From an optimization exercise on the open Yosys and OpenROAD flow, aimed at small area; shortcuts taken in it are not production practice.
Function was checked by simulation only, so behaviour that the tests miss may differ from the original.
Power figures rest on the tool's default switching activity, not on a simulated workload.

==> config.mk <==
export PLATFORM = sky130hd
export DESIGN_NAME = FFT
export DESIGN_NICKNAME = FFT
export VERILOG_FILES = /design/flow/design.v
export SDC_FILE = /design/flow/constraint.sdc
export NUM_CORES = 4
export LEC_CHECK = 0
export CAP_MARGIN = 20
export CORE_MARGIN = 2
export CORE_UTILIZATION = 40
export CTS_BUF_LIST = sky130_fd_sc_hd__clkbuf_8
export CTS_CLUSTER_DIAMETER = 200
export CTS_CLUSTER_SIZE = 40
export SLEW_MARGIN = 20
export SYNTH_HIERARCHICAL = 1
==> constraint.sdc <==
create_clock -name core_clock -period 5.0 [get_ports {Clock}]
set_input_delay 1.0000 -clock core_clock [delete_from_list [all_inputs] [get_ports {Clock}]]
set_output_delay 1.0000 -clock core_clock [all_outputs]
set_load 0.01 [all_outputs]
==> design.v <==
module FFT (input wire [3:0] x_in0, input wire [3:0] x_in1, input wire [3:0] x_in2, input wire [3:0] x_in3,
            input wire [3:0] x_in4, input wire [3:0] x_in5, input wire [3:0] x_in6, input wire [3:0] x_in7,
            input wire Clock, input wire Reset,
            output wire [6:0] X_out0, output wire [11:0] X_out1, output wire [11:0] X_out2, output wire [17:0] X_out3,
            output wire [9:0] X_out4, output wire [15:0] X_out5, output wire [15:0] X_out6, output wire [21:0] X_out7);
  reg [3:0] a, b, c, d, e, f, g, h;
  always @(posedge Clock or negedge Reset)
    if (!Reset) begin
      a <= 4'd0; b <= 4'd0; c <= 4'd0; d <= 4'd0; e <= 4'd0; f <= 4'd0; g <= 4'd0; h <= 4'd0;
    end else begin
      a <= x_in0; b <= x_in4; c <= x_in2; d <= x_in6; e <= x_in1; f <= x_in5; g <= x_in3; h <= x_in7;
    end
  wire n153467; x2 un153467 (.a(a[0]), .b(b[0]), .y(n153467));
  wire n153468; nd2 un153468 (.a(a[0]), .b(b[0]), .y(n153468));
  wire n153469; x2 un153469 (.a(a[1]), .b(b[1]), .y(n153469));
  wire n153470, n153471; ng un153470 (.a(a[1]), .b(b[1]), .gn(n153470), .tn(n153471));
  wire n153472; xn2 un153472 (.a(n153469), .b(n153468), .y(n153472));
  wire n153473; oai un153473 (.a(n153471), .b(n153468), .c(n153470), .y(n153473));
  wire n153474, n153475; ha1 un153474 (.a(a[2]), .b(b[2]), .s(n153474), .co(n153475));
  wire n153476; x2 un153476 (.a(n153474), .b(n153473), .y(n153476));
  wire n153477; aoi un153477 (.a(n153474), .b(n153473), .c(n153475), .y(n153477));
  wire n153478; x2 un153478 (.a(a[3]), .b(b[3]), .y(n153478));
  wire n153479, n153480; ng un153479 (.a(a[3]), .b(b[3]), .gn(n153479), .tn(n153480));
  wire n153481; xn2 un153481 (.a(n153478), .b(n153477), .y(n153481));
  wire n153482; oai un153482 (.a(n153480), .b(n153477), .c(n153479), .y(n153482));
  wire n153563; x2 un153563 (.a(c[0]), .b(d[0]), .y(n153563));
  wire n153564; nd2 un153564 (.a(c[0]), .b(d[0]), .y(n153564));
  wire n153565; x2 un153565 (.a(c[1]), .b(d[1]), .y(n153565));
  wire n153566, n153567; ng un153566 (.a(c[1]), .b(d[1]), .gn(n153566), .tn(n153567));
  wire n153568; xn2 un153568 (.a(n153565), .b(n153564), .y(n153568));
  wire n153569; oai un153569 (.a(n153567), .b(n153564), .c(n153566), .y(n153569));
  wire n153570, n153571; ha1 un153570 (.a(c[2]), .b(d[2]), .s(n153570), .co(n153571));
  wire n153572; x2 un153572 (.a(n153570), .b(n153569), .y(n153572));
  wire n153573; aoi un153573 (.a(n153570), .b(n153569), .c(n153571), .y(n153573));
  wire n153574; x2 un153574 (.a(c[3]), .b(d[3]), .y(n153574));
  wire n153575, n153576; ng un153575 (.a(c[3]), .b(d[3]), .gn(n153575), .tn(n153576));
  wire n153577; xn2 un153577 (.a(n153574), .b(n153573), .y(n153577));
  wire n153578; oai un153578 (.a(n153576), .b(n153573), .c(n153575), .y(n153578));
  wire n153659; x2 un153659 (.a(e[0]), .b(f[0]), .y(n153659));
  wire n153660; nd2 un153660 (.a(e[0]), .b(f[0]), .y(n153660));
  wire n153661; x2 un153661 (.a(e[1]), .b(f[1]), .y(n153661));
  wire n153662, n153663; ng un153662 (.a(e[1]), .b(f[1]), .gn(n153662), .tn(n153663));
  wire n153664; xn2 un153664 (.a(n153661), .b(n153660), .y(n153664));
  wire n153665; oai un153665 (.a(n153663), .b(n153660), .c(n153662), .y(n153665));
  wire n153666, n153667; ha1 un153666 (.a(e[2]), .b(f[2]), .s(n153666), .co(n153667));
  wire n153668; x2 un153668 (.a(n153666), .b(n153665), .y(n153668));
  wire n153669; aoi un153669 (.a(n153666), .b(n153665), .c(n153667), .y(n153669));
  wire n153670; x2 un153670 (.a(e[3]), .b(f[3]), .y(n153670));
  wire n153671, n153672; ng un153671 (.a(e[3]), .b(f[3]), .gn(n153671), .tn(n153672));
  wire n153673; xn2 un153673 (.a(n153670), .b(n153669), .y(n153673));
  wire n153674; oai un153674 (.a(n153672), .b(n153669), .c(n153671), .y(n153674));
  wire n153755; x2 un153755 (.a(g[0]), .b(h[0]), .y(n153755));
  wire n153756; nd2 un153756 (.a(g[0]), .b(h[0]), .y(n153756));
  wire n153757; x2 un153757 (.a(g[1]), .b(h[1]), .y(n153757));
  wire n153758, n153759; ng un153758 (.a(g[1]), .b(h[1]), .gn(n153758), .tn(n153759));
  wire n153760; xn2 un153760 (.a(n153757), .b(n153756), .y(n153760));
  wire n153761; oai un153761 (.a(n153759), .b(n153756), .c(n153758), .y(n153761));
  wire n153762, n153763; ha1 un153762 (.a(g[2]), .b(h[2]), .s(n153762), .co(n153763));
  wire n153764; x2 un153764 (.a(n153762), .b(n153761), .y(n153764));
  wire n153765; aoi un153765 (.a(n153762), .b(n153761), .c(n153763), .y(n153765));
  wire n153766; x2 un153766 (.a(g[3]), .b(h[3]), .y(n153766));
  wire n153767, n153768; ng un153767 (.a(g[3]), .b(h[3]), .gn(n153767), .tn(n153768));
  wire n153769; xn2 un153769 (.a(n153766), .b(n153765), .y(n153769));
  wire n153770; oai un153770 (.a(n153768), .b(n153765), .c(n153767), .y(n153770));
  wire n154051, n154052; fa1 un154051 (.a(n153467), .b(n153563), .ci(n153659), .s(n154051), .co(n154052));
  wire n154053, n154054; fa1 un154053 (.a(n153472), .b(n153568), .ci(n153664), .s(n154053), .co(n154054));
  wire n154055, n154056; fa1 un154055 (.a(n153476), .b(n153572), .ci(n153668), .s(n154055), .co(n154056));
  wire n154057, n154058; fa1 un154057 (.a(n153481), .b(n153577), .ci(n153673), .s(n154057), .co(n154058));
  wire n154059, n154060; fa1 un154059 (.a(n153482), .b(n153578), .ci(n153674), .s(n154059), .co(n154060));
  wire n154061, n154062; ha1 un154061 (.a(n153760), .b(n154052), .s(n154061), .co(n154062));
  wire n154063, n154064; fa1 un154063 (.a(n153764), .b(n154054), .ci(n154055), .s(n154063), .co(n154064));
  wire n154065, n154066; fa1 un154065 (.a(n153769), .b(n154056), .ci(n154057), .s(n154065), .co(n154066));
  wire n154067, n154068; fa1 un154067 (.a(n153770), .b(n154058), .ci(n154059), .s(n154067), .co(n154068));
  wire n154069, n154070; ha1 un154069 (.a(n153755), .b(n154051), .s(n154069), .co(n154070));
  wire n154071, n154072; fa1 un154071 (.a(n154053), .b(n154061), .ci(n154070), .s(n154071), .co(n154072));
  wire n154073, n154074; fa1 un154073 (.a(n154062), .b(n154063), .ci(n154072), .s(n154073), .co(n154074));
  wire n154075, n154076; fa1 un154075 (.a(n154064), .b(n154065), .ci(n154074), .s(n154075), .co(n154076));
  wire n154077, n154078; ha1 un154077 (.a(n154066), .b(n154067), .s(n154077), .co(n154078));
  wire n154079; x2 un154079 (.a(n154077), .b(n154076), .y(n154079));
  wire n154080; aoi un154080 (.a(n154077), .b(n154076), .c(n154078), .y(n154080));
  wire n154081; x2 un154081 (.a(n154060), .b(n154068), .y(n154081));
  wire n154082, n154083; ng un154082 (.a(n154060), .b(n154068), .gn(n154082), .tn(n154083));
  wire n154084; xn2 un154084 (.a(n154081), .b(n154080), .y(n154084));
  wire n154085; oai un154085 (.a(n154083), .b(n154080), .c(n154082), .y(n154085));
  wire n154750, n154751; fa1 un154750 (.a(n153659), .b(n153755), .ci(n153482), .s(n154750), .co(n154751));
  wire n154752, n154753; ha1 un154752 (.a(n153664), .b(n153760), .s(n154752), .co(n154753));
  wire n154754, n154755; ha1 un154754 (.a(n153668), .b(n153764), .s(n154754), .co(n154755));
  wire n154756, n154757; ha1 un154756 (.a(n153673), .b(n153769), .s(n154756), .co(n154757));
  wire n154758, n154759; ha1 un154758 (.a(n153674), .b(n153770), .s(n154758), .co(n154759));
  wire n154760, n154761; ha1 un154760 (.a(n153467), .b(n153563), .s(n154760), .co(n154761));
  wire n154762, n154763; fa1 un154762 (.a(n153472), .b(n153568), .ci(n154761), .s(n154762), .co(n154763));
  wire n154764, n154765; fa1 un154764 (.a(n153476), .b(n153572), .ci(n154763), .s(n154764), .co(n154765));
  wire n154766, n154767; ha1 un154766 (.a(n153481), .b(n153577), .s(n154766), .co(n154767));
  wire n154768; x2 un154768 (.a(n154766), .b(n154765), .y(n154768));
  wire n154769; aoi un154769 (.a(n154766), .b(n154765), .c(n154767), .y(n154769));
  wire n154770; x2 un154770 (.a(n153578), .b(n154750), .y(n154770));
  wire n154771, n154772; ng un154771 (.a(n153578), .b(n154750), .gn(n154771), .tn(n154772));
  wire n154773; xn2 un154773 (.a(n154770), .b(n154769), .y(n154773));
  wire n154774; oai un154774 (.a(n154772), .b(n154769), .c(n154771), .y(n154774));
  wire n154775, n154776; ha1 un154775 (.a(n154752), .b(n154751), .s(n154775), .co(n154776));
  wire n154777; x2 un154777 (.a(n154775), .b(n154774), .y(n154777));
  wire n154778; aoi un154778 (.a(n154775), .b(n154774), .c(n154776), .y(n154778));
  wire n154779; x2 un154779 (.a(n154753), .b(n154754), .y(n154779));
  wire n154780, n154781; ng un154780 (.a(n154753), .b(n154754), .gn(n154780), .tn(n154781));
  wire n154782; xn2 un154782 (.a(n154779), .b(n154778), .y(n154782));
  wire n154783; oai un154783 (.a(n154781), .b(n154778), .c(n154780), .y(n154783));
  wire n154784, n154785; fa1 un154784 (.a(n154755), .b(n154756), .ci(n154783), .s(n154784), .co(n154785));
  wire n154786, n154787; ha1 un154786 (.a(n154757), .b(n154758), .s(n154786), .co(n154787));
  wire n154788; x2 un154788 (.a(n154786), .b(n154785), .y(n154788));
  wire n154789; aoi un154789 (.a(n154786), .b(n154785), .c(n154787), .y(n154789));
  wire n154790; xn2 un154790 (.a(n154759), .b(n154789), .y(n154790));
  wire n155561, n155562; fa1 un155561 (.a(n153563), .b(n153668), .ci(n153482), .s(n155561), .co(n155562));
  wire n155563, n155564; fa1 un155563 (.a(n153568), .b(n153673), .ci(n155562), .s(n155563), .co(n155564));
  wire n155565, n155566; fa1 un155565 (.a(n153755), .b(n153572), .ci(n153674), .s(n155565), .co(n155566));
  wire n155567, n155568; fa1 un155567 (.a(n153760), .b(n153577), .ci(n155566), .s(n155567), .co(n155568));
  wire n155569, n155570; fa1 un155569 (.a(n153764), .b(n153578), .ci(n155568), .s(n155569), .co(n155570));
  wire n155571, n155572; ha1 un155571 (.a(n153659), .b(n153476), .s(n155571), .co(n155572));
  wire n155573, n155574; fa1 un155573 (.a(n153664), .b(n153481), .ci(n155572), .s(n155573), .co(n155574));
  wire n155575, n155576; ha1 un155575 (.a(n155561), .b(n155574), .s(n155575), .co(n155576));
  wire n155577; x2 un155577 (.a(n155563), .b(n155576), .y(n155577));
  wire n155578; nd2 un155578 (.a(n155563), .b(n155576), .y(n155578));
  wire n155579; x2 un155579 (.a(n155565), .b(n155564), .y(n155579));
  wire n155580, n155581; ng un155580 (.a(n155565), .b(n155564), .gn(n155580), .tn(n155581));
  wire n155582; xn2 un155582 (.a(n155579), .b(n155578), .y(n155582));
  wire n155583; oai un155583 (.a(n155581), .b(n155578), .c(n155580), .y(n155583));
  wire n155584, n155585; ha1 un155584 (.a(n155567), .b(n155583), .s(n155584), .co(n155585));
  wire n155586; x2 un155586 (.a(n155569), .b(n155585), .y(n155586));
  wire n155587; nd2 un155587 (.a(n155569), .b(n155585), .y(n155587));
  wire n155588; x2 un155588 (.a(n153769), .b(n155570), .y(n155588));
  wire n155589, n155590; ng un155589 (.a(n153769), .b(n155570), .gn(n155589), .tn(n155590));
  wire n155591; xn2 un155591 (.a(n155588), .b(n155587), .y(n155591));
  wire n155592; oai un155592 (.a(n155590), .b(n155587), .c(n155589), .y(n155592));
  wire n155593, n155594; ha1 un155593 (.a(n153770), .b(n155592), .s(n155593), .co(n155594));
  wire n157019; x2 un157019 (.a(n153563), .b(n153482), .y(n157019));
  wire n157020; nd2 un157020 (.a(n153563), .b(n153482), .y(n157020));
  wire n157021; iv un157021 (.a(n153568), .y(n157021));
  wire n157022; xn2 un157022 (.a(n153568), .b(n157020), .y(n157022));
  wire n157023; nr2 un157023 (.a(n157021), .b(n157020), .y(n157023));
  wire n157024, n157025; ha1 un157024 (.a(n153659), .b(n153572), .s(n157024), .co(n157025));
  wire n157026; x2 un157026 (.a(n157024), .b(n157023), .y(n157026));
  wire n157027; aoi un157027 (.a(n157024), .b(n157023), .c(n157025), .y(n157027));
  wire n157028; x2 un157028 (.a(n153664), .b(n153577), .y(n157028));
  wire n157029, n157030; ng un157029 (.a(n153664), .b(n153577), .gn(n157029), .tn(n157030));
  wire n157031; xn2 un157031 (.a(n157028), .b(n157027), .y(n157031));
  wire n157032; oai un157032 (.a(n157030), .b(n157027), .c(n157029), .y(n157032));
  wire n157033, n157034; fa1 un157033 (.a(n153668), .b(n153578), .ci(n157032), .s(n157033), .co(n157034));
  wire n157035; x2 un157035 (.a(n153673), .b(n157034), .y(n157035));
  wire n157036; nd2 un157036 (.a(n153673), .b(n157034), .y(n157036));
  wire n157037; x2 un157037 (.a(n153755), .b(n153674), .y(n157037));
  wire n157038, n157039; ng un157038 (.a(n153755), .b(n153674), .gn(n157038), .tn(n157039));
  wire n157040; xn2 un157040 (.a(n157037), .b(n157036), .y(n157040));
  wire n157041; oai un157041 (.a(n157039), .b(n157036), .c(n157038), .y(n157041));
  wire n157042, n157043; ha1 un157042 (.a(n153760), .b(n157041), .s(n157042), .co(n157043));
  wire n157044, n157045; ha1 un157044 (.a(n153764), .b(n157043), .s(n157044), .co(n157045));
  wire n157046; x2 un157046 (.a(n153769), .b(n157045), .y(n157046));
  wire n157047; nd2 un157047 (.a(n153769), .b(n157045), .y(n157047));
  wire n157048; iv un157048 (.a(n153770), .y(n157048));
  wire n157049; xn2 un157049 (.a(n153770), .b(n157047), .y(n157049));
  wire n157050; nr2 un157050 (.a(n157048), .b(n157047), .y(n157050));
  wire n157365; x2 un157365 (.a(a[2]), .b(c[0]), .y(n157365));
  wire n157366; nd2 un157366 (.a(a[2]), .b(c[0]), .y(n157366));
  wire n157367; x2 un157367 (.a(a[3]), .b(c[1]), .y(n157367));
  wire n157368, n157369; ng un157368 (.a(a[3]), .b(c[1]), .gn(n157368), .tn(n157369));
  wire n157370; xn2 un157370 (.a(n157367), .b(n157366), .y(n157370));
  wire n157371; oai un157371 (.a(n157369), .b(n157366), .c(n157368), .y(n157371));
  wire n157372, n157373; ha1 un157372 (.a(b[0]), .b(c[2]), .s(n157372), .co(n157373));
  wire n157374; x2 un157374 (.a(n157372), .b(n157371), .y(n157374));
  wire n157375; aoi un157375 (.a(n157372), .b(n157371), .c(n157373), .y(n157375));
  wire n157376; x2 un157376 (.a(b[1]), .b(c[3]), .y(n157376));
  wire n157377, n157378; ng un157377 (.a(b[1]), .b(c[3]), .gn(n157377), .tn(n157378));
  wire n157379; xn2 un157379 (.a(n157376), .b(n157375), .y(n157379));
  wire n157380; oai un157380 (.a(n157378), .b(n157375), .c(n157377), .y(n157380));
  wire n157381, n157382; ha1 un157381 (.a(b[2]), .b(d[0]), .s(n157381), .co(n157382));
  wire n157383; x2 un157383 (.a(n157381), .b(n157380), .y(n157383));
  wire n157384; aoi un157384 (.a(n157381), .b(n157380), .c(n157382), .y(n157384));
  wire n157385; x2 un157385 (.a(b[3]), .b(d[1]), .y(n157385));
  wire n157386, n157387; ng un157386 (.a(b[3]), .b(d[1]), .gn(n157386), .tn(n157387));
  wire n157388; xn2 un157388 (.a(n157385), .b(n157384), .y(n157388));
  wire n157389; oai un157389 (.a(n157387), .b(n157384), .c(n157386), .y(n157389));
  wire n157390; x2 un157390 (.a(d[2]), .b(n157389), .y(n157390));
  wire n157391; nd2 un157391 (.a(d[2]), .b(n157389), .y(n157391));
  wire n157392; iv un157392 (.a(d[3]), .y(n157392));
  wire n157393; xn2 un157393 (.a(d[3]), .b(n157391), .y(n157393));
  wire n157394; nr2 un157394 (.a(n157392), .b(n157391), .y(n157394));
  wire n157709; x2 un157709 (.a(e[2]), .b(g[0]), .y(n157709));
  wire n157710; nd2 un157710 (.a(e[2]), .b(g[0]), .y(n157710));
  wire n157711; x2 un157711 (.a(e[3]), .b(g[1]), .y(n157711));
  wire n157712, n157713; ng un157712 (.a(e[3]), .b(g[1]), .gn(n157712), .tn(n157713));
  wire n157714; xn2 un157714 (.a(n157711), .b(n157710), .y(n157714));
  wire n157715; oai un157715 (.a(n157713), .b(n157710), .c(n157712), .y(n157715));
  wire n157716, n157717; ha1 un157716 (.a(f[0]), .b(g[2]), .s(n157716), .co(n157717));
  wire n157718; x2 un157718 (.a(n157716), .b(n157715), .y(n157718));
  wire n157719; aoi un157719 (.a(n157716), .b(n157715), .c(n157717), .y(n157719));
  wire n157720; x2 un157720 (.a(f[1]), .b(g[3]), .y(n157720));
  wire n157721, n157722; ng un157721 (.a(f[1]), .b(g[3]), .gn(n157721), .tn(n157722));
  wire n157723; xn2 un157723 (.a(n157720), .b(n157719), .y(n157723));
  wire n157724; oai un157724 (.a(n157722), .b(n157719), .c(n157721), .y(n157724));
  wire n157725, n157726; ha1 un157725 (.a(f[2]), .b(h[0]), .s(n157725), .co(n157726));
  wire n157727; x2 un157727 (.a(n157725), .b(n157724), .y(n157727));
  wire n157728; aoi un157728 (.a(n157725), .b(n157724), .c(n157726), .y(n157728));
  wire n157729; x2 un157729 (.a(f[3]), .b(h[1]), .y(n157729));
  wire n157730, n157731; ng un157730 (.a(f[3]), .b(h[1]), .gn(n157730), .tn(n157731));
  wire n157732; xn2 un157732 (.a(n157729), .b(n157728), .y(n157732));
  wire n157733; oai un157733 (.a(n157731), .b(n157728), .c(n157730), .y(n157733));
  wire n157734; x2 un157734 (.a(h[2]), .b(n157733), .y(n157734));
  wire n157735; nd2 un157735 (.a(h[2]), .b(n157733), .y(n157735));
  wire n157736; iv un157736 (.a(h[3]), .y(n157736));
  wire n157737; xn2 un157737 (.a(h[3]), .b(n157735), .y(n157737));
  wire n157738; nr2 un157738 (.a(n157736), .b(n157735), .y(n157738));
  wire n159093, n159094; ha1 un159093 (.a(a[1]), .b(e[0]), .s(n159093), .co(n159094));
  wire n159095, n159096; fa1 un159095 (.a(e[1]), .b(n157365), .ci(n159094), .s(n159095), .co(n159096));
  wire n159097, n159098; fa1 un159097 (.a(n157709), .b(n157370), .ci(n159096), .s(n159097), .co(n159098));
  wire n159099, n159100; ha1 un159099 (.a(n157714), .b(n157374), .s(n159099), .co(n159100));
  wire n159101; x2 un159101 (.a(n159099), .b(n159098), .y(n159101));
  wire n159102; aoi un159102 (.a(n159099), .b(n159098), .c(n159100), .y(n159102));
  wire n159103; x2 un159103 (.a(n157718), .b(n157379), .y(n159103));
  wire n159104, n159105; ng un159104 (.a(n157718), .b(n157379), .gn(n159104), .tn(n159105));
  wire n159106; xn2 un159106 (.a(n159103), .b(n159102), .y(n159106));
  wire n159107; oai un159107 (.a(n159105), .b(n159102), .c(n159104), .y(n159107));
  wire n159108, n159109; ha1 un159108 (.a(n157723), .b(n157383), .s(n159108), .co(n159109));
  wire n159110; x2 un159110 (.a(n159108), .b(n159107), .y(n159110));
  wire n159111; aoi un159111 (.a(n159108), .b(n159107), .c(n159109), .y(n159111));
  wire n159112; x2 un159112 (.a(n157727), .b(n157388), .y(n159112));
  wire n159113, n159114; ng un159113 (.a(n157727), .b(n157388), .gn(n159113), .tn(n159114));
  wire n159115; xn2 un159115 (.a(n159112), .b(n159111), .y(n159115));
  wire n159116; oai un159116 (.a(n159114), .b(n159111), .c(n159113), .y(n159116));
  wire n159117, n159118; fa1 un159117 (.a(n157732), .b(n157390), .ci(n159116), .s(n159117), .co(n159118));
  wire n159119, n159120; fa1 un159119 (.a(n157734), .b(n157393), .ci(n159118), .s(n159119), .co(n159120));
  wire n159121, n159122; ha1 un159121 (.a(n157394), .b(n157737), .s(n159121), .co(n159122));
  wire n159123; x2 un159123 (.a(n159121), .b(n159120), .y(n159123));
  wire n159124; aoi un159124 (.a(n159121), .b(n159120), .c(n159122), .y(n159124));
  wire n159125; xn2 un159125 (.a(n157738), .b(n159124), .y(n159125));
  wire n159882, n159883; ha1 un159882 (.a(e[0]), .b(n157379), .s(n159882), .co(n159883));
  wire n159884, n159885; fa1 un159884 (.a(e[1]), .b(n157383), .ci(n159883), .s(n159884), .co(n159885));
  wire n159886, n159887; ha1 un159886 (.a(n157709), .b(n157388), .s(n159886), .co(n159887));
  wire n159888; x2 un159888 (.a(n159886), .b(n159885), .y(n159888));
  wire n159889; aoi un159889 (.a(n159886), .b(n159885), .c(n159887), .y(n159889));
  wire n159890; x2 un159890 (.a(n157714), .b(n157390), .y(n159890));
  wire n159891, n159892; ng un159891 (.a(n157714), .b(n157390), .gn(n159891), .tn(n159892));
  wire n159893; xn2 un159893 (.a(n159890), .b(n159889), .y(n159893));
  wire n159894; oai un159894 (.a(n159892), .b(n159889), .c(n159891), .y(n159894));
  wire n159895, n159896; ha1 un159895 (.a(n157718), .b(n157393), .s(n159895), .co(n159896));
  wire n159897; x2 un159897 (.a(n159895), .b(n159894), .y(n159897));
  wire n159898; aoi un159898 (.a(n159895), .b(n159894), .c(n159896), .y(n159898));
  wire n159899; x2 un159899 (.a(n157723), .b(n157394), .y(n159899));
  wire n159900, n159901; ng un159900 (.a(n157723), .b(n157394), .gn(n159900), .tn(n159901));
  wire n159902; xn2 un159902 (.a(n159899), .b(n159898), .y(n159902));
  wire n159903; oai un159903 (.a(n159901), .b(n159898), .c(n159900), .y(n159903));
  wire n159904, n159905; ha1 un159904 (.a(n157727), .b(n159903), .s(n159904), .co(n159905));
  wire n159906; x2 un159906 (.a(n157732), .b(n159905), .y(n159906));
  wire n159907; nd2 un159907 (.a(n157732), .b(n159905), .y(n159907));
  wire n159908; iv un159908 (.a(n157734), .y(n159908));
  wire n159909; xn2 un159909 (.a(n157734), .b(n159907), .y(n159909));
  wire n159910; nr2 un159910 (.a(n159908), .b(n159907), .y(n159910));
  wire n159911; x2 un159911 (.a(n157737), .b(n159910), .y(n159911));
  wire n159912; nd2 un159912 (.a(n157737), .b(n159910), .y(n159912));
  wire n159913; xn2 un159913 (.a(n157738), .b(n159912), .y(n159913));
  wire n162962, n162963; fa1 un162962 (.a(b[2]), .b(c[0]), .ci(e[3]), .s(n162962), .co(n162963));
  wire n162964, n162965; fa1 un162964 (.a(b[3]), .b(c[1]), .ci(f[0]), .s(n162964), .co(n162965));
  wire n162966, n162967; fa1 un162966 (.a(c[2]), .b(f[1]), .ci(n162965), .s(n162966), .co(n162967));
  wire n162968, n162969; fa1 un162968 (.a(c[3]), .b(f[2]), .ci(g[0]), .s(n162968), .co(n162969));
  wire n162970, n162971; fa1 un162970 (.a(d[0]), .b(f[3]), .ci(g[1]), .s(n162970), .co(n162971));
  wire n162972, n162973; fa1 un162972 (.a(d[1]), .b(g[2]), .ci(n162971), .s(n162972), .co(n162973));
  wire n162974, n162975; fa1 un162974 (.a(d[2]), .b(g[3]), .ci(n162973), .s(n162974), .co(n162975));
  wire n162976, n162977; fa1 un162976 (.a(d[3]), .b(h[0]), .ci(n162975), .s(n162976), .co(n162977));
  wire n162978, n162979; ha1 un162978 (.a(a[3]), .b(e[0]), .s(n162978), .co(n162979));
  wire n162980, n162981; fa1 un162980 (.a(b[0]), .b(e[1]), .ci(n162979), .s(n162980), .co(n162981));
  wire n162982, n162983; fa1 un162982 (.a(b[1]), .b(e[2]), .ci(n162981), .s(n162982), .co(n162983));
  wire n162984; x2 un162984 (.a(n162962), .b(n162983), .y(n162984));
  wire n162985; nd2 un162985 (.a(n162962), .b(n162983), .y(n162985));
  wire n162986; x2 un162986 (.a(n162963), .b(n162964), .y(n162986));
  wire n162987, n162988; ng un162987 (.a(n162963), .b(n162964), .gn(n162987), .tn(n162988));
  wire n162989; xn2 un162989 (.a(n162986), .b(n162985), .y(n162989));
  wire n162990; oai un162990 (.a(n162988), .b(n162985), .c(n162987), .y(n162990));
  wire n162991; x2 un162991 (.a(n162966), .b(n162990), .y(n162991));
  wire n162992; nd2 un162992 (.a(n162966), .b(n162990), .y(n162992));
  wire n162993; x2 un162993 (.a(n162968), .b(n162967), .y(n162993));
  wire n162994, n162995; ng un162994 (.a(n162968), .b(n162967), .gn(n162994), .tn(n162995));
  wire n162996; xn2 un162996 (.a(n162993), .b(n162992), .y(n162996));
  wire n162997; oai un162997 (.a(n162995), .b(n162992), .c(n162994), .y(n162997));
  wire n162998, n162999; fa1 un162998 (.a(n162969), .b(n162970), .ci(n162997), .s(n162998), .co(n162999));
  wire n163000; x2 un163000 (.a(n162972), .b(n162999), .y(n163000));
  wire n163001; nd2 un163001 (.a(n162972), .b(n162999), .y(n163001));
  wire n163002; iv un163002 (.a(n162974), .y(n163002));
  wire n163003; xn2 un163003 (.a(n162974), .b(n163001), .y(n163003));
  wire n163004; nr2 un163004 (.a(n163002), .b(n163001), .y(n163004));
  wire n163005; x2 un163005 (.a(n162976), .b(n163004), .y(n163005));
  wire n163006; nd2 un163006 (.a(n162976), .b(n163004), .y(n163006));
  wire n163007; x2 un163007 (.a(h[1]), .b(n162977), .y(n163007));
  wire n163008, n163009; ng un163008 (.a(h[1]), .b(n162977), .gn(n163008), .tn(n163009));
  wire n163010; xn2 un163010 (.a(n163007), .b(n163006), .y(n163010));
  wire n163011; oai un163011 (.a(n163009), .b(n163006), .c(n163008), .y(n163011));
  wire n163012, n163013; ha1 un163012 (.a(h[2]), .b(n163011), .s(n163012), .co(n163013));
  wire n163014; x2 un163014 (.a(h[3]), .b(n163013), .y(n163014));
  wire n163015; nd2 un163015 (.a(h[3]), .b(n163013), .y(n163015));
  wire n163016; iv un163016 (.a(n163015), .y(n163016));
  wire n164390, n164391; ha1 un164390 (.a(b[3]), .b(c[1]), .s(n164390), .co(n164391));
  wire n164392, n164393; ha1 un164392 (.a(c[2]), .b(e[1]), .s(n164392), .co(n164393));
  wire n164394, n164395; ha1 un164394 (.a(c[3]), .b(e[2]), .s(n164394), .co(n164395));
  wire n164396, n164397; ha1 un164396 (.a(d[0]), .b(e[3]), .s(n164396), .co(n164397));
  wire n164398, n164399; ha1 un164398 (.a(d[1]), .b(f[0]), .s(n164398), .co(n164399));
  wire n164400, n164401; ha1 un164400 (.a(d[2]), .b(f[1]), .s(n164400), .co(n164401));
  wire n164402, n164403; fa1 un164402 (.a(d[3]), .b(f[2]), .ci(g[0]), .s(n164402), .co(n164403));
  wire n164404, n164405; ha1 un164404 (.a(f[3]), .b(g[1]), .s(n164404), .co(n164405));
  wire n164406, n164407; ha1 un164406 (.a(b[2]), .b(c[0]), .s(n164406), .co(n164407));
  wire n164408, n164409; fa1 un164408 (.a(e[0]), .b(n164390), .ci(n164407), .s(n164408), .co(n164409));
  wire n164410, n164411; ha1 un164410 (.a(n164391), .b(n164392), .s(n164410), .co(n164411));
  wire n164412; x2 un164412 (.a(n164410), .b(n164409), .y(n164412));
  wire n164413; aoi un164413 (.a(n164410), .b(n164409), .c(n164411), .y(n164413));
  wire n164414; x2 un164414 (.a(n164393), .b(n164394), .y(n164414));
  wire n164415, n164416; ng un164415 (.a(n164393), .b(n164394), .gn(n164415), .tn(n164416));
  wire n164417; xn2 un164417 (.a(n164414), .b(n164413), .y(n164417));
  wire n164418; oai un164418 (.a(n164416), .b(n164413), .c(n164415), .y(n164418));
  wire n164419, n164420; fa1 un164419 (.a(n164395), .b(n164396), .ci(n164418), .s(n164419), .co(n164420));
  wire n164421, n164422; ha1 un164421 (.a(n164397), .b(n164398), .s(n164421), .co(n164422));
  wire n164423; x2 un164423 (.a(n164421), .b(n164420), .y(n164423));
  wire n164424; aoi un164424 (.a(n164421), .b(n164420), .c(n164422), .y(n164424));
  wire n164425; x2 un164425 (.a(n164399), .b(n164400), .y(n164425));
  wire n164426, n164427; ng un164426 (.a(n164399), .b(n164400), .gn(n164426), .tn(n164427));
  wire n164428; xn2 un164428 (.a(n164425), .b(n164424), .y(n164428));
  wire n164429; oai un164429 (.a(n164427), .b(n164424), .c(n164426), .y(n164429));
  wire n164430, n164431; ha1 un164430 (.a(n164401), .b(n164402), .s(n164430), .co(n164431));
  wire n164432; x2 un164432 (.a(n164430), .b(n164429), .y(n164432));
  wire n164433; aoi un164433 (.a(n164430), .b(n164429), .c(n164431), .y(n164433));
  wire n164434; x2 un164434 (.a(n164404), .b(n164403), .y(n164434));
  wire n164435, n164436; ng un164435 (.a(n164404), .b(n164403), .gn(n164435), .tn(n164436));
  wire n164437; xn2 un164437 (.a(n164434), .b(n164433), .y(n164437));
  wire n164438; oai un164438 (.a(n164436), .b(n164433), .c(n164435), .y(n164438));
  wire n164439, n164440; ha1 un164439 (.a(g[2]), .b(n164405), .s(n164439), .co(n164440));
  wire n164441; x2 un164441 (.a(n164439), .b(n164438), .y(n164441));
  wire n164442; aoi un164442 (.a(n164439), .b(n164438), .c(n164440), .y(n164442));
  wire n164443; iv un164443 (.a(g[3]), .y(n164443));
  wire n164444; xn2 un164444 (.a(g[3]), .b(n164442), .y(n164444));
  wire n164445; nr2 un164445 (.a(n164443), .b(n164442), .y(n164445));
  wire n164446; x2 un164446 (.a(h[0]), .b(n164445), .y(n164446));
  wire n164447; nd2 un164447 (.a(h[0]), .b(n164445), .y(n164447));
  wire n164448; iv un164448 (.a(h[1]), .y(n164448));
  wire n164449; xn2 un164449 (.a(h[1]), .b(n164447), .y(n164449));
  wire n164450; nr2 un164450 (.a(n164448), .b(n164447), .y(n164450));
  wire n164451; x2 un164451 (.a(h[2]), .b(n164450), .y(n164451));
  wire n164452; nd2 un164452 (.a(h[2]), .b(n164450), .y(n164452));
  wire n164453; iv un164453 (.a(h[3]), .y(n164453));
  wire n164454; xn2 un164454 (.a(h[3]), .b(n164452), .y(n164454));
  wire n164455; nr2 un164455 (.a(n164453), .b(n164452), .y(n164455));
  assign X_out0 = {n154085, n154084, n154079, n154075, n154073, n154071, n154069};
  assign X_out1 = {n159125, n159123, n159119, n159117, n159115, n159110, n159106, n159101, n159097, n159095, n159093, a[0]};
  assign X_out2 = {n155594, n155593, n155591, n155586, n155584, n155582, n155577, n155575, n155573, n155571, n153472, n153467};
  assign X_out3 = {n163016, n163014, n163012, n163010, n163005, n163003, n163000, n162998, n162996, n162991, n162989, n162984, n162982, n162980, n162978, a[2], a[1], a[0]};
  assign X_out4 = {n154790, n154788, n154784, n154782, n154777, n154773, n154768, n154764, n154762, n154760};
  assign X_out5 = {n159913, n159911, n159909, n159906, n159904, n159902, n159897, n159893, n159888, n159884, n159882, n157374, n157370, n157365, a[1], a[0]};
  assign X_out6 = {n157050, n157049, n157046, n157044, n157042, n157040, n157035, n157033, n157031, n157026, n157022, n157019, n153481, n153476, n153472, n153467};
  assign X_out7 = {n164455, n164454, n164451, n164449, n164446, n164444, n164441, n164437, n164432, n164428, n164423, n164419, n164417, n164412, n164408, n164406, b[1], b[0], a[3], a[2], a[1], a[0]};
endmodule
module fa1 (input wire a, input wire b, input wire ci, output wire s, output wire co);
  assign s = a ^ b ^ ci;
  assign co = (a & b) | (a & ci) | (b & ci);
endmodule
module ha1 (input wire a, input wire b, output wire s, output wire co);
  assign s = a ^ b;
  assign co = a & b;
endmodule
module x2 (input wire a, input wire b, output wire y);
  assign y = a ^ b;
endmodule
module xn2 (input wire a, input wire b, output wire y);
  assign y = ~(a ^ b);
endmodule
module nd2 (input wire a, input wire b, output wire y);
  assign y = ~(a & b);
endmodule
module nr2 (input wire a, input wire b, output wire y);
  assign y = ~(a | b);
endmodule
module iv (input wire a, output wire y);
  assign y = ~a;
endmodule
module ng (input wire a, input wire b, output wire gn, output wire tn);
  assign gn = ~(a & b);
  assign tn = ~(a | b);
endmodule
module aoi (input wire a, input wire b, input wire c, output wire y);
  assign y = ~((a & b) | c);
endmodule
module oai (input wire a, input wire b, input wire c, output wire y);
  assign y = ~((a | b) & c);
endmodule
==> flow/run.sh <==
#!/bin/bash
# The standard layout, with the smallest buffer on every input and output port
# (the standard flow picks a 10 um2 delay buffer for them).
set -euo pipefail
export BUFFER_PORTS_ARGS="-buffer_cell sky130_fd_sc_hd__buf_1"
bash standard.sh > standard.log 2>&1
==> standard.sh <==
#!/bin/bash
# synth_recipe.tcl (not shown) runs the flow's synth.tcl, then flattens the netlist and writes it again
# the make line also repeats each setting of config.mk as NAME=value (left out here)
make -C /OpenROAD-flow-scripts/flow DESIGN_CONFIG=/design/flow/config.mk WORK_HOME=/design/flow/orfs CLKGATE_MAP_FILE= SYNTH_SCRIPT=/design/flow/synth_recipe.tcl "${@:-finish}"
==> impl_metrics.tcl, run 1 <==
set metrics [dict create \
    outcome "no timing/DRC/antenna violations" \
    power_density_mw_per_mm2 393 \
    synthCells 504 \
    tritoncts "built" \
    initial_utilization 0.405 \
    netlist_area_sq_mm 0.00481 \
    comb_power_share 0.739 \
    grt_pass1_wl_mm 17.3 \
    worst_setup_path_end_kind "output pin" \
    cts_htree_levels 2 \
    first_iter_violations 100 \
    fin_area_sq_mm 0.00505 \
    max_freq_ghz 0.207 \
    clk_pin_slew_worst_paths_ps 60 \
    dp.cells 702 \
    viasPerCell 4.56 \
    drtAntennaViolNets 0 \
    synth_cell_types 11 \
    path_cells "nand2_1, o21ai_1, xor2_1, fa_1, fa_1, fa_1, fa_1, a21oi_2, xnor2_1, buf_1" \
    worstPathMaxFanout 5 \
    nets 690 \
    cpMostUsedCell "fa_1" \
    rsz0062_at_grt "yes" \
    die_area_sq_mm 0.0129 \
    routed_wl_mm 10.8 \
    dieWidth_microns 114 \
    leakagePower_nw 2.19 \
    layout-drive-gt1-share 0.118 \
    syn-num-nets 627 \
    pwr-share-clk 0.108 \
    die_y_microns 114 \
    grt_pass1_vias 3351 \
    gp_congestion 0.897 \
    placed_area_sq_mm 0.00483 \
    wl_per_cell_microns 15.1 \
    switchingPower_uw 996 \
    yosys.area.top_type "fa_1" \
    areaGrowthSynthToFinish_pct 5.07 \
    hpwl_mm 9.38 \
    whs_ps 793 \
    io_pins 147 \
    grt_start_max_net_pins 33 \
    route.detailed.drc 0 \
    n_fill_cell 1194 \
    worst_slack_ps 171 \
    arrival_ps 3830 \
    port_buffers 146 \
    seq_area_frac_synth 0.167 \
    switching_share 0.501 \
    slew_headroom 0.460 \
    ys_ff_latch 32 \
    cts_root_buf "clkbuf_8" \
    grt_usage 0.174 \
    cp-start-kind "flip-flop" \
    synth_top_area_frac 0.171 \
    critPathRequiredTime_ps 4000 \
    rows 40 \
    fin_crit_ps 4830 \
    drtPass1Iterations 4 \
    min_path_type "primary input to asynchronous set/reset pin" \
    cts_buffers 5 \
    dpl_worst_slack_ps 261 \
    final_max_slew_viol_count 0 \
    finalCritPeriodShare 0.966 \
    intPower_uw 991 \
    synth_warnings 7 \
    crit_type "flip-flop to output pin" \
    p_seq_frac 0.153 \
    coreArea_sq_mm 0.0119 \
    tightest_slew_ps 810 \
    final_hold_viol_count 0 \
    num_vias 3253 \
    cap_violations 0 \
    overflow 0 \
    ir_worst_vdd_v 0.000228 \
    cts.sinks 32 \
    ys_top_cells_by_area "fa_1, buf_4, dfrtp_1" \
    setup_viol 0 \
    crit_path_max_incr_delay_ps 500 \
    antenna_found_initial 0 \
    num_antenna_cells 0 \
    finalNonFillerCells 714 \
    syn_avg_cell_area_sq_um 9.54 \
    slowest_stage "dfrtp_1" \
    clock_path_buffers 2 \
]
==> registers in the layout, indices dropped and copies added (netlist names) <==
signal,cells
c,4
g,4
f,4
e,4
b,4
a,4
d,4
h,4
==> layout make-up <==
cell class / instances / area [sq um] / share of cell area
repair buffers: 165 / 692 / 0.137
well taps: 147 / 184 / 0.0364
flip-flops and latches: 32 / 806 / 0.159
multi-input cells: 353 / 3240 / 0.641
inverters: 10 / 37.5 / 0.00743
clock buffers: 7 / 96.3 / 0.0191
==> timing repair <==
item | in CTS | in global routing
hold buffers | 0 | 0
endpoints found under the setup margin | 1 | 12
pin swaps | 0 | 5
setup buffers | 0 | 5
gates resized for setup | 2 | 16
==> Yosys cell counts <==
library cell,number
a21oi_2,22
nor2_1,40
dfrtp_1,32
o21ai_1,31
buf_4,109
fa_1,41
ha_1,48
inv_1,10
xnor2_1,43
nand2_1,53
xor2_1,75
==> power groups by stage <==
stage	combinational, mW	clock (mW)	sequential [mW]
floorplan	1.51	0	0.303
global placement	1.45	0	0.307
detailed placement	1.46	0	0.308
CTS	1.47	0.226	0.303
global route	1.64	0.234	0.307
finish	1.47	0.216	0.304
==> layout by cell type (no fill, tap or decap) <==
| cell type | n |
|---|---|
| a21oi_2 | 22 |
| buf_1 | 145 |
| buf_4 | 19 |
| clkbuf_2 | 1 |
| clkbuf_8 | 7 |
| dfrtp_1 | 28 |
| dfrtp_2 | 4 |
| fa_1 | 40 |
| fa_2 | 1 |
| ha_1 | 48 |
| inv_1 | 10 |
| nand2_1 | 53 |
| nor2_1 | 40 |
| o21ai_1 | 27 |
| o21ai_2 | 4 |
| xnor2_1 | 37 |
| xnor2_2 | 6 |
| xor2_1 | 72 |
| xor2_2 | 3 |
==> cell families (layout without fill, tap and decap cells) <==
| logic type | count (synthesis) | in the layout | synth area share |
|---|---|---|---|
| AND/OR/NAND/NOR | 93 | 93 | 0.0726 |
| buffers and inverters | 119 | 182 | 0.178 |
| AO/OA/AOI/OAI | 53 | 53 | 0.0723 |
| adder cells (fa/ha/maj) | 89 | 89 | 0.296 |
| flip-flops | 32 | 32 | 0.167 |
| XOR/XNOR | 118 | 118 | 0.215 |
==> per-stage QoR <==
step | total power [mW] | setup TNS (ps) | util
finish | 1.99 | 0 | 0.426
detailed placement | 1.77 | 0 | 0.407
global route | 2.18 | -34.0 | 0.426
floorplan | 1.81 | 0 | -
global placement | 1.75 | 0 | 0.407
CTS | 2.00 | 0 | 0.416
==> Yosys stat by module (local to each module, per instance) <==
module	cells	flip-flops and latches	cell area [sq um]
FFT	141	32	1620
fa1	1	0	20.0
ha1	1	0	12.5
aoi	1	0	8.76
x2	1	0	8.76
xn2	1	0	8.76
ng	2	0	7.51
oai	1	0	5.00
iv	1	0	3.75
nd2	1	0	3.75
nr2	1	0	3.75
==> critical path: cells and delay by family, from the launching register on <==
family,cells,cell delay [ps]
XOR/XNOR,2,480
adder cells (fa/ha/maj),4,1780
AND/OR/NAND/NOR,1,160
buffers and inverters,1,160
AO/OA/AOI/OAI,2,440
flip-flops,1,500
==> layer usage <==
metal / GRT usage / vias to the layer above / share of wire
li1: - / 1624 / -
met1: 0.230 / 1526 / 0.46
met2: 0.301 / 92 / 0.49
met3: 0.0244 / 11 / 0.041
met4: 0.0472 / 0 / 0.015
met5: 0 / - / 0
==> worst max path at each step <==
stage | start | slack [ps] | cells past startpoint | to
6_report | b[0] | 170 | 10 | X_out0[5]
3_5_place_dp | d[0] | 260 | 10 | X_out0[5]
4_1_cts | d[0] | 30 | 10 | X_out0[5]
2_1_floorplan | c[0] | 620 | 10 | X_out0[5]
5_1_grt | b[0] | -20 | 16 | X_out5[15]
3_3_place_gp | c[0] | 360 | 10 | X_out0[5]
==> run 2: changes to the inputs <==
==> flow/run.sh (replaced) <==
#!/bin/bash
# The standard layout, with the smallest buffer on every input and output port
# (the standard flow picks a 10 um2 delay buffer for them) and a small clock tree
# without dummy loads.
set -euo pipefail
export BUFFER_PORTS_ARGS="-buffer_cell sky130_fd_sc_hd__buf_1"
export CTS_ARGS="-sink_clustering_enable -repair_clock_nets -dont_use_dummy_load -buf_list sky130_fd_sc_hd__clkbuf_16 -root_buf sky130_fd_sc_hd__clkbuf_16 -sink_clustering_size 50 -sink_clustering_max_diameter 2000"
bash standard.sh > standard.log 2>&1
==> impl_metrics.tcl, run 2 <==
set metrics [dict create \
    antenna_found_initial 0 \
    synth_edf_count 0 \
    cpMostUsedCell "fa_1" \
    min_path_type "primary input to asynchronous set/reset pin" \
    dpl_worst_slack_ps 261 \
    switching_share 0.490 \
    nets 688 \
    cts.sinks 32 \
    fin_crit_ps 4800 \
    drtPass1Iterations 4 \
    cts_htree_levels 2 \
    initial_utilization 0.405 \
    whs_ps 802 \
    fin_tns_setup_ps 0 \
    grt_pass1_vias 3341 \
    viasPerCell 4.57 \
    synth_top_area_frac 0.171 \
    final_hold_viol_count 0 \
    synth_cell_types 11 \
    crit_path_max_incr_delay_ps 490 \
    coreArea_sq_mm 0.0119 \
    yosysMostFrequentCell "buf_4" \
    cp-start-kind "flip-flop" \
    max_freq_ghz 0.208 \
    layout-drive-gt1-share 0.105 \
    placed_area_sq_mm 0.00483 \
    die_area_sq_mm 0.0129 \
    rsz0062_at_grt "no" \
    cts-hold-fix-buffers 0 \
    tightest_slew_ps 799 \
    drtAntennaViolNets 0 \
    overflow 0 \
    power_density_mw_per_mm2 403 \
    comb_power_share 0.717 \
    netlist_area_sq_mm 0.00481 \
    tritoncts "built" \
    slew_headroom 0.467 \
    final_cell_mix "buf_1, xor2_1, nand2_1, ha_1" \
    num_vias 3248 \
    setup_viol 0 \
    worstPathMaxFanout 5 \
    synthFlopType "dfrtp_1" \
    final_max_slew_viol_count 0 \
    syn_avg_cell_area_sq_um 9.54 \
    leakagePower_nw 2.18 \
    areaGrowthSynthToFinish_pct 5.05 \
    wl_per_cell_microns 15.1 \
    grt_usage 0.174 \
    hpwl_mm 9.38 \
    dieWidth_microns 114 \
    p_seq_frac 0.149 \
    gp_congestion 0.897 \
    synth_compound_area_frac 0.0723 \
    path_cells "nand2_1, o21ai_1, xor2_1, fa_1, fa_1, fa_1, fa_1, a21oi_2, xnor2_1, buf_1" \
    final_core_util 0.426 \
    arrival_ps 3800 \
    yosys.area.top_type "fa_1" \
    finalNonFillerCells 710 \
    cts_root_buf "clkbuf_16" \
    clk_pin_slew_worst_paths_ps 50 \
    synth_xor_xnor_area_share 0.215 \
    layout_commonest_cell "buf_1" \
    syn-num-nets 627 \
    worst_slack_ps 198 \
    io_pins 147 \
    yosys-mux-area-fraction 0 \
    port_buffers 146 \
    synth_warnings 7 \
    finalCritPeriodShare 0.960 \
    slowest_stage "dfrtp_1" \
    worst_setup_path_end_kind "output pin" \
    async_reset_ff_frac 1.00 \
    synthAdderAreaFrac 0.296 \
    dp.cells 702 \
    crit_type "flip-flop to output pin" \
    pwr-share-clk 0.134 \
    intPower_mw 1.04 \
    fin_area_sq_mm 0.00505 \
    clock_path_buffers 2 \
    grt_start_max_net_pins 33 \
    num_antenna_cells 0 \
    ir_worst_vdd_v 0.000242 \
    routed_wl_mm 10.7 \
    synthSimpleGateAreaFrac 0.0726 \
    switchingPower_uw 998 \
    route.detailed.drc 0 \
    first_iter_violations 120 \
    outcome "no timing/DRC/antenna violations" \
    cts_buffers 5 \
    fin_total_pwr_mw 2.04 \
    synth_top_family_by_area "adder cells" \
    grt_pass1_wl_mm 17.3 \
    synthCells 504 \
    cap_violations 0 \
    critPathRequiredTime_ps 4000 \
    rows 40 \
    seq_area_frac_synth 0.167 \
    ys_ff_latch 32 \
    ys_top_cells_by_area "fa_1, buf_4, dfrtp_1" \
    yosys-top-cells-count "buf_4, xor2_1, nand2_1" \
    die_y_microns 114 \
]
-- run 2: cell counts after synthesis --
Identical to the previous run, type by type.
-- run 2: what timing repair did --
| action | 4_1_cts | 5_1_grt |
|---|---|---|
| setup buffers | 0 | 3 |
| setup endpoints to repair | 1 | 12 |
| gates cloned | 0 | 0 |
| resized for setup | 1 | 13 |
| pin swaps | 0 | 3 |
-- run 2: routing by layer --
metal  global-route usage  up-vias  share of wire
li1                     -     1621              -
met1                0.231     1528           0.46
met2                0.301       90           0.49
met3               0.0244        9          0.040
met4               0.0472        0          0.014
met5                    0        -              0
-- run 2: layout make-up --
| type | instances | area [sq um] |
|---|---|---|
| inverters | 10 | 37.5 |
| flip-flops and latches | 32 | 802 |
| clock buffers | 5 | 125 |
| well taps | 147 | 184 |
| repair buffers | 163 | 677 |
| fillers | 1189 | 6810 |
| multi-input cells | 353 | 3230 |
-- run 2: cell families (layout without fill, tap and decap cells) --
family | count (synthesis) | count (layout)
AOI/OAI and AO/OA | 53 | 53
xor gates and xnor gates | 118 | 118
adders and majority gates | 89 | 89
buffers and inverters | 119 | 178
DFF | 32 | 32
and+or+nand+nor | 93 | 93
-- run 2: per-module statistics from Yosys (local to each module, per instance) --
module,cells,copies in the design,flops+latches
FFT,141,1,32
fa1,1,41,0
ha1,1,48,0
aoi,1,22,0
x2,1,75,0
xn2,1,43,0
ng,2,31,0
oai,1,31,0
iv,1,10,0
nd2,1,22,0
nr2,1,9,0
-- run 2: worst max path at each step --
stage | endpoint | depth (start not counted) | startpoint | slack, ps
3_3_place_gp | X_out0[5] | 10 | c[0] | 360
6_report | X_out0[5] | 10 | b[0] | 200
2_1_floorplan | X_out0[5] | 10 | c[0] | 620
4_1_cts | X_out0[5] | 10 | f[0] | 20
3_5_place_dp | X_out0[5] | 10 | d[0] | 260
5_1_grt | X_out5[15] | 16 | b[0] | 3
-- run 2: power by group through the flow --
| stage | clock, mW | sequential [mW] | combinational, mW |
|---|---|---|---|
| 2_1_floorplan | 0 | 0.303 | 1.51 |
| 3_3_place_gp | 0 | 0.307 | 1.45 |
| 3_5_place_dp | 0 | 0.308 | 1.46 |
| 4_1_cts | 0.282 | 0.304 | 1.47 |
| 5_1_grt | 0.292 | 0.308 | 1.63 |
| 6_report | 0.272 | 0.304 | 1.46 |
-- run 2: worst max-delay path: cells and delay by family, from the launching register on --
| family | cells | cell delay, ps |
|---|---|---|
| buf+inv | 1 | 160 |
| fa+ha+maj | 4 | 1780 |
| simple gates | 1 | 160 |
| compound gates | 2 | 440 |
| xor+xnor | 2 | 470 |
| flops | 1 | 490 |
==> run 3: changes to the inputs <==
==> flow/run.sh (replaced) <==
#!/bin/bash
# The standard layout, with the smallest buffer on every input and output port
# (the standard flow picks a 10 um2 delay buffer for them) and a small clock tree
# without dummy loads.
set -euo pipefail
export BUFFER_PORTS_ARGS="-buffer_cell sky130_fd_sc_hd__buf_1"
export CTS_ARGS="-sink_clustering_enable -repair_clock_nets -dont_use_dummy_load -buf_list sky130_fd_sc_hd__clkbuf_8 -root_buf sky130_fd_sc_hd__clkbuf_8 -sink_clustering_size 32 -sink_clustering_max_diameter 300"
bash standard.sh > standard.log 2>&1
--- a/config.mk
+++ b/config.mk
@@ -10,5 +10,3 @@
 export CORE_UTILIZATION = 40
-export CTS_BUF_LIST = sky130_fd_sc_hd__clkbuf_8
-export CTS_CLUSTER_DIAMETER = 200
-export CTS_CLUSTER_SIZE = 40
+export GPL_TIMING_DRIVEN = 0
 export SLEW_MARGIN = 20
==> impl_metrics.tcl, run 3 <==
set metrics [dict create \
    outcome "no timing/DRC/antenna violations" \
    grt_start_max_net_pins 33 \
    initial_utilization 0.405 \
    arrival_ps 3840 \
    cts_root_buf "clkbuf_8" \
    clock_path_buffers 2 \
    ys_top_cells_by_area "fa_1, buf_4, dfrtp_1" \
    viasPerCell 4.40 \
    cts.sinks 32 \
    path_cells "xor2_1, fa_1, fa_1, a21oi_2, o21ai_1, a21oi_2, o21ai_1, fa_1, fa_1, a21oi_2, xnor2_1, buf_4, buf_1" \
    die_y_microns 114 \
    final_max_slew_viol_count 0 \
    worstPathMaxFanout 6 \
    finalCritPeriodShare 0.968 \
    min_path_type "primary input to asynchronous set/reset pin" \
    final_hold_viol_count 0 \
    fin_crit_ps 4840 \
    ys_ff_latch 32 \
    rsz0062_at_grt "yes" \
    clk_pin_slew_worst_paths_ps 60 \
    fin_area_sq_mm 0.00583 \
    regArea_sq_um 815 \
    setup_viol 0 \
    multiInputGateArea_sq_mm 0.00333 \
    synthFlopType "dfrtp_1" \
    areaGrowthSynthToFinish_pct 21.2 \
    ir_worst_vdd_v 0.000245 \
    crit_path_max_incr_delay_ps 470 \
    dr_wl_met3_microns 441 \
    worst_slack_ps 158 \
    dieWidth_microns 114 \
    finalNonFillerCells 805 \
    grt_usage 0.174 \
    worst_setup_path_end_kind "output pin" \
    grt_pass1_wl_mm 17.5 \
    drtAntennaViolNets 0 \
    cap_violations 0 \
    syn_avg_cell_area_sq_um 9.54 \
    routed.top_layer "met4" \
    antenna_found_initial 0 \
    overflow 0 \
    syn-num-nets 627 \
    drtPass1Iterations 4 \
    cp-start-kind "flip-flop" \
    wl_per_cell_microns 13.6 \
    cts-hold-fix-buffers 0 \
    cts_htree_levels 2 \
    route.met2.wl_mm 5.43 \
    slew_headroom 0.469 \
    grt_pass1_vias 3544 \
    port_buffers 146 \
    async_reset_ff_frac 1.00 \
    leakagePower_nw 2.64 \
    final_core_util 0.491 \
    placed_area_sq_mm 0.00554 \
    final_cell_mix "buf_1, buf_4, xor2_1, nand2_1, ha_1" \
    yosys-top-cells-count "buf_4, xor2_1, nand2_1" \
    yosys.area.top_type "fa_1" \
    synth_top_area_frac 0.171 \
    synth_edf_count 0 \
    coreArea_sq_mm 0.0119 \
    routed_wl_mm 10.9 \
    synth_warnings 7 \
    synthCells 504 \
    first_iter_violations 104 \
    wl_met1_mm 4.89 \
    slowest_stage "dfrtp_2" \
    cts_buffers 5 \
    fin_tns_setup_ps 0 \
    n_fill_cell 1161 \
    io_pins 147 \
    crit_type "flip-flop to output pin" \
    seq_area_frac_synth 0.167 \
    power_density_mw_per_mm2 430 \
    layout_commonest_cell "buf_1" \
    hpwl_mm 9.25 \
    num_antenna_cells 0 \
    route.detailed.drc 0 \
    nets 783 \
    critPathRequiredTime_ps 4000 \
    dpl_worst_slack_ps 57.9 \
    yosysMostFrequentCell "buf_4" \
    tightest_slew_ps 791 \
    layout-drive-gt1-share 0.266 \
    num_vias 3546 \
    die_area_sq_mm 0.0129 \
    tritoncts "built" \
    max_freq_ghz 0.207 \
    rows 40 \
    netlist_area_sq_mm 0.00481 \
    cpMostUsedCell "fa_1" \
    synth_cell_types 11 \
    dp.cells 797 \
    gp_congestion 0.814 \
]
## run 3: cell types whose count changed in the layout (fill, tap and decap cells not counted), sizes merged
cell and change:
buf +96, clkbuf -1
## run 3: worst max-delay path, delay by kind of cell, from the launching register on
kind | cells | cell delay, ps
buffers and inverters | 2 | 260
adders and majority gates | 4 | 1710
DFF | 1 | 470
AOI/OAI and AO/OA | 5 | 780
xor gates and xnor gates | 2 | 340
## run 3: routing by layer
| metal | GRT usage | vias up |
|---|---|---|
| met3 | 0.0128 | 8 |
| li1 | - | 1805 |
| met2 | 0.303 | 89 |
| met1 | 0.231 | 1644 |
| met5 | 0 | - |
| met4 | 0.0602 | 0 |
## run 3: timing repair
action | in CTS | in global routing
resized for setup | 12 | 27
buffers inserted | 1 | 2
endpoints found under the setup margin | 5 | 15
cloned | 0 | 0
pin swaps | 2 | 4
## run 3: area by class of cell
class                      instances  area share
clock buffer                       5      0.0118
inverter                          10     0.00644
buffer                           109       0.140
tap                              147      0.0316
multi-input combinational        353       0.572
timing repair buffer             149      0.0982
sequential                        32       0.140
## run 3: cells by family after synthesis
| group | share of synthesized area |
|---|---|
| compound gates | 0.0723 |
| xor+xnor | 0.215 |
| fa+ha+maj | 0.296 |
| buf+inv | 0.178 |
| flops | 0.167 |
| simple gates | 0.0726 |
## run 3: worst max path at each step
stage | start | to | slack [ps] | cells after the start
floorplan | c[0] | X_out0[5] | 620 | 10
global placement | d[0] | X_out0[5] | 90 | 11
detailed placement | d[1] | X_out0[5] | 60 | 11
CTS | f[1] | X_out0[5] | -10 | 10
global route | b[3] | X_out7[20] | -50 | 17
finish | c[0] | X_out1[11] | 160 | 13
## run 3: power breakdown
| group | internal (mW) | leakage, nW | switching [mW] |
|---|---|---|---|
| registers | 0.273 | 0.362 | 0.0376 |
| clock network | 0.0894 | 0.0359 | 0.0842 |
| logic | 1.04 | 2.25 | 0.981 |
| total | 1.40 | 2.64 | 1.10 |
## run 3: through the flow
step | hold slack, ps | power [mW]
after global placement | 1100 | 2.28
final | 753 | 2.50
after CTS | 776 | 2.51
after detailed placement | 1080 | 2.31
after floorplan | 704 | 1.81
after global routing | 798 | 2.74
## run 3: Yosys stat by module, one instance, submodules excluded
module  cells inside  flops+latches  copies in the design
x2                 1              0                    75
nd2                1              0                    22
fa1                1              0                    41
FFT              141             32                     1
xn2                1              0                    43
aoi                1              0                    22
ng                 2              0                    31
ha1                1              0                    48
oai                1              0                    31
nr2                1              0                     9
iv                 1              0                    10
==> run 4: changes to the inputs <==
--- a/config.mk
+++ b/config.mk
@@ -7,7 +7,6 @@
 export LEC_CHECK = 0
-export CAP_MARGIN = 20
+export CAP_MARGIN = 5
 export CORE_MARGIN = 2
 export CORE_UTILIZATION = 40
-export GPL_TIMING_DRIVEN = 0
-export SLEW_MARGIN = 20
+export SLEW_MARGIN = 5
 export SYNTH_HIERARCHICAL = 1
==> impl_metrics.tcl, run 4 <==
set metrics [dict create \
    fin_crit_ps 4840 \
    final_max_slew_viol_count 0 \
    leakagePower_nw 2.17 \
    viasPerCell 4.57 \
    clock_path_buffers 2 \
    gp_congestion 0.897 \
    first_iter_violations 119 \
    routed.top_layer "met4" \
    fin_tns_setup_ps 0 \
    async_reset_ff_frac 1.00 \
    layout_commonest_cell "buf_1" \
    wl_per_cell_microns 15.1 \
    grt_pass1_wl_mm 17.3 \
    cts-hold-fix-buffers 0 \
    slew_headroom 0.458 \
    num_vias 3253 \
    wl_met1_mm 4.90 \
    grt_usage 0.174 \
    yosys-top-cells-count "buf_4, xor2_1, nand2_1" \
    clk_pin_slew_worst_paths_ps 60 \
    rsz0062_at_grt "yes" \
    drtAntennaViolNets 0 \
    ys_top_cells_by_area "fa_1, buf_4, dfrtp_1" \
    path_cells "nand2_1, o21ai_1, xor2_1, fa_1, fa_1, fa_1, fa_1, a21oi_2, xnor2_1, buf_1" \
    tritoncts "built" \
    cts_htree_levels 2 \
    die_y_microns 114 \
    grt_pass1_vias 3348 \
    synthFlopType "dfrtp_1" \
    layout-drive-gt1-share 0.115 \
    cap_violations 0 \
    routed_wl_mm 10.8 \
    cp-start-kind "flip-flop" \
    hpwl_mm 9.38 \
    crit_type "flip-flop to output pin" \
    yosys.area.top_type "fa_1" \
    path_buf_inv 1 \
    dieWidth_microns 114 \
    ys_ff_latch 32 \
    synth_cell_types 11 \
    cts_root_buf "clkbuf_8" \
    setup_viol 0 \
    die_area_sq_mm 0.0129 \
    areaGrowthSynthToFinish_pct 4.50 \
    io_pins 147 \
    fin_total_pwr_mw 1.95 \
    route.detailed.drc 0 \
    port_buffers 146 \
    slowest_stage "dfrtp_1" \
    seq_area_frac_synth 0.167 \
    synth_warnings 7 \
    nets 690 \
    syn_avg_cell_area_sq_um 9.54 \
    overflow 0 \
    netlist_area_sq_mm 0.00481 \
    final_hold_viol_count 0 \
    power_density_mw_per_mm2 388 \
    synth_top_area_frac 0.171 \
    path_delay_family "adder cells" \
    antenna_found_initial 0 \
    synthCells 504 \
    ir_worst_vdd_v 0.000220 \
    route.met2.wl_mm 5.27 \
    worst_setup_path_end_kind "output pin" \
    finalCritPeriodShare 0.967 \
    tightest_slew_ps 812 \
    final_cell_mix "buf_1, xor2_1, nand2_1, ha_1" \
    rows 40 \
    dr_wl_met3_microns 446 \
    critPathRequiredTime_ps 4000 \
    outcome "no timing/DRC/antenna violations" \
    yosysMostFrequentCell "buf_4" \
    initial_utilization 0.405 \
    synth_edf_count 0 \
    cts_buffers 5 \
    grt_start_max_net_pins 33 \
    max_freq_ghz 0.207 \
    n_fill_cell 1193 \
    placed_area_sq_mm 0.00483 \
    final_core_util 0.424 \
    drtPass1Iterations 4 \
    cts.sinks 32 \
    worstPathMaxFanout 5 \
    crit_path_max_incr_delay_ps 500 \
    syn-num-nets 627 \
    arrival_ps 3840 \
    coreArea_sq_mm 0.0119 \
    cpMostUsedCell "fa_1" \
    fin_area_sq_mm 0.00502 \
    num_antenna_cells 0 \
    min_path_type "primary input to asynchronous set/reset pin" \
]
## run 4: cell counts after synthesis
Identical to the previous run, type by type.
## run 4: routing by layer
| metal | up-vias | track usage |
|---|---|---|
| met1 | 1527 | 0.229 |
| met3 | 12 | 0.0244 |
| met4 | 0 | 0.0472 |
| met5 | - | 0 |
| met2 | 92 | 0.301 |
| li1 | 1622 | - |
## run 4: final cells by class
| type | count | area, sq um | share of cell area |
|---|---|---|---|
| Multi-Input combinational cell | 353 | 3240 | 0.644 |
| Sequential cell | 32 | 806 | 0.160 |
| Timing Repair Buffer | 165 | 692 | 0.138 |
| Tap cell | 147 | 184 | 0.0366 |
| Clock buffer | 5 | 68.8 | 0.0137 |
| Inverter | 10 | 37.5 | 0.00747 |
## run 4: what timing repair did
action / CTS / global route
gates resized for setup: 2 / 16
cloned: 0 / 0
pin swaps: 0 / 5
buffers inserted: 0 / 5
setup endpoints to repair: 1 / 12
endpoints found under the hold margin: 0 / 0
## run 4: stage by stage
step / cells / hold slack [ps] / setup slack [ps]
floorplan: 504 / 704 / 623
global placement: 702 / 1100 / 360
detailed placement: 702 / 1100 / 261
CTS: 707 / 794 / 39.4
global route: 712 / 792 / -23.8
finish: 712 / 792 / 164
## run 4: how the worst max path moves through the flow
stage | start | endpoint | cells past startpoint
2_1_floorplan | c[0] | X_out0[5] | 10
3_3_place_gp | c[0] | X_out0[5] | 10
3_5_place_dp | d[0] | X_out0[5] | 10
4_1_cts | d[0] | X_out0[5] | 10
5_1_grt | b[0] | X_out5[15] | 16
6_report | b[0] | X_out0[5] | 10
## run 4: modules after synthesis, one instance, submodules excluded, excerpt
module  times used  cell area, sq um  flip-flops and latches  cells inside
aoi             22              8.76                       0             1
oai             31              5.00                       0             1
xn2             43              8.76                       0             1
iv              10              3.75                       0             1
nd2             22              3.75                       0             1
x2              75              8.76                       0             1
FFT              1              1620                      32           141
## run 4: report_power, final
| part | leakage, nW | switching [mW] | internal (mW) | total (mW) |
|---|---|---|---|---|
| clock | 0.0359 | 0.0885 | 0.0895 | 0.178 |
| sequential | 0.369 | 0.0312 | 0.272 | 0.304 |
| combinational | 1.77 | 0.872 | 0.597 | 1.47 |
## run 4: kinds of logic (layout without fill, tap and decap cells)
family | after synthesis | after routing | synth area share
compound gates | 53 | 53 | 0.0723
simple gates | 93 | 93 | 0.0726
xor+xnor | 118 | 118 | 0.215
buf+inv | 119 | 180 | 0.178
flops | 32 | 32 | 0.167
fa+ha+maj | 89 | 89 | 0.296

==> afterwards: timing with drivers on the ports <==
The results above use ideal ports. As a check the final layouts listed here were re-extracted and re-timed, cells and wires unchanged. Step 1 (the two cells are an assumption about what drives the block):
set clk [get_ports {Clock}]
set_driving_cell -lib_cell sky130_fd_sc_hd__clkbuf_16 $clk
set_driving_cell -lib_cell sky130_fd_sc_hd__buf_2 [delete_from_list [all_inputs] $clk]
Step 2 adds t to the input delays and takes it off the output delays; t is the mean of the earliest and latest rising clock arrival at the registers after step 1. Input paths then give back, and output paths get back, about the clock's delay inside the block. Slacks: ideal ports / drivers / drivers and shift; pairs: ideal ports / drivers.
run	shift t [ns]	setup WS [ns]	clock arrival spread, ns	slew at the worst register clock pin (ns)	worst slew at a driven data input, ns
run 1	0.314	0.171 / 0.142 / 0.456	0.004 / 0.004	0.07 / 0.07	0.04
run 2	0.304	0.198 / 0.165 / 0.469	0.008 / 0.008	0.05 / 0.05	0.04
run 3	0.311	0.158 / 0.128 / 0.439	0.004 / 0.004	0.06 / 0.06	0.04
run 4	0.312	0.164 / 0.134 / 0.446	0.010 / 0.010	0.07 / 0.07	0.04
After both steps setup and hold are still met in every run listed.
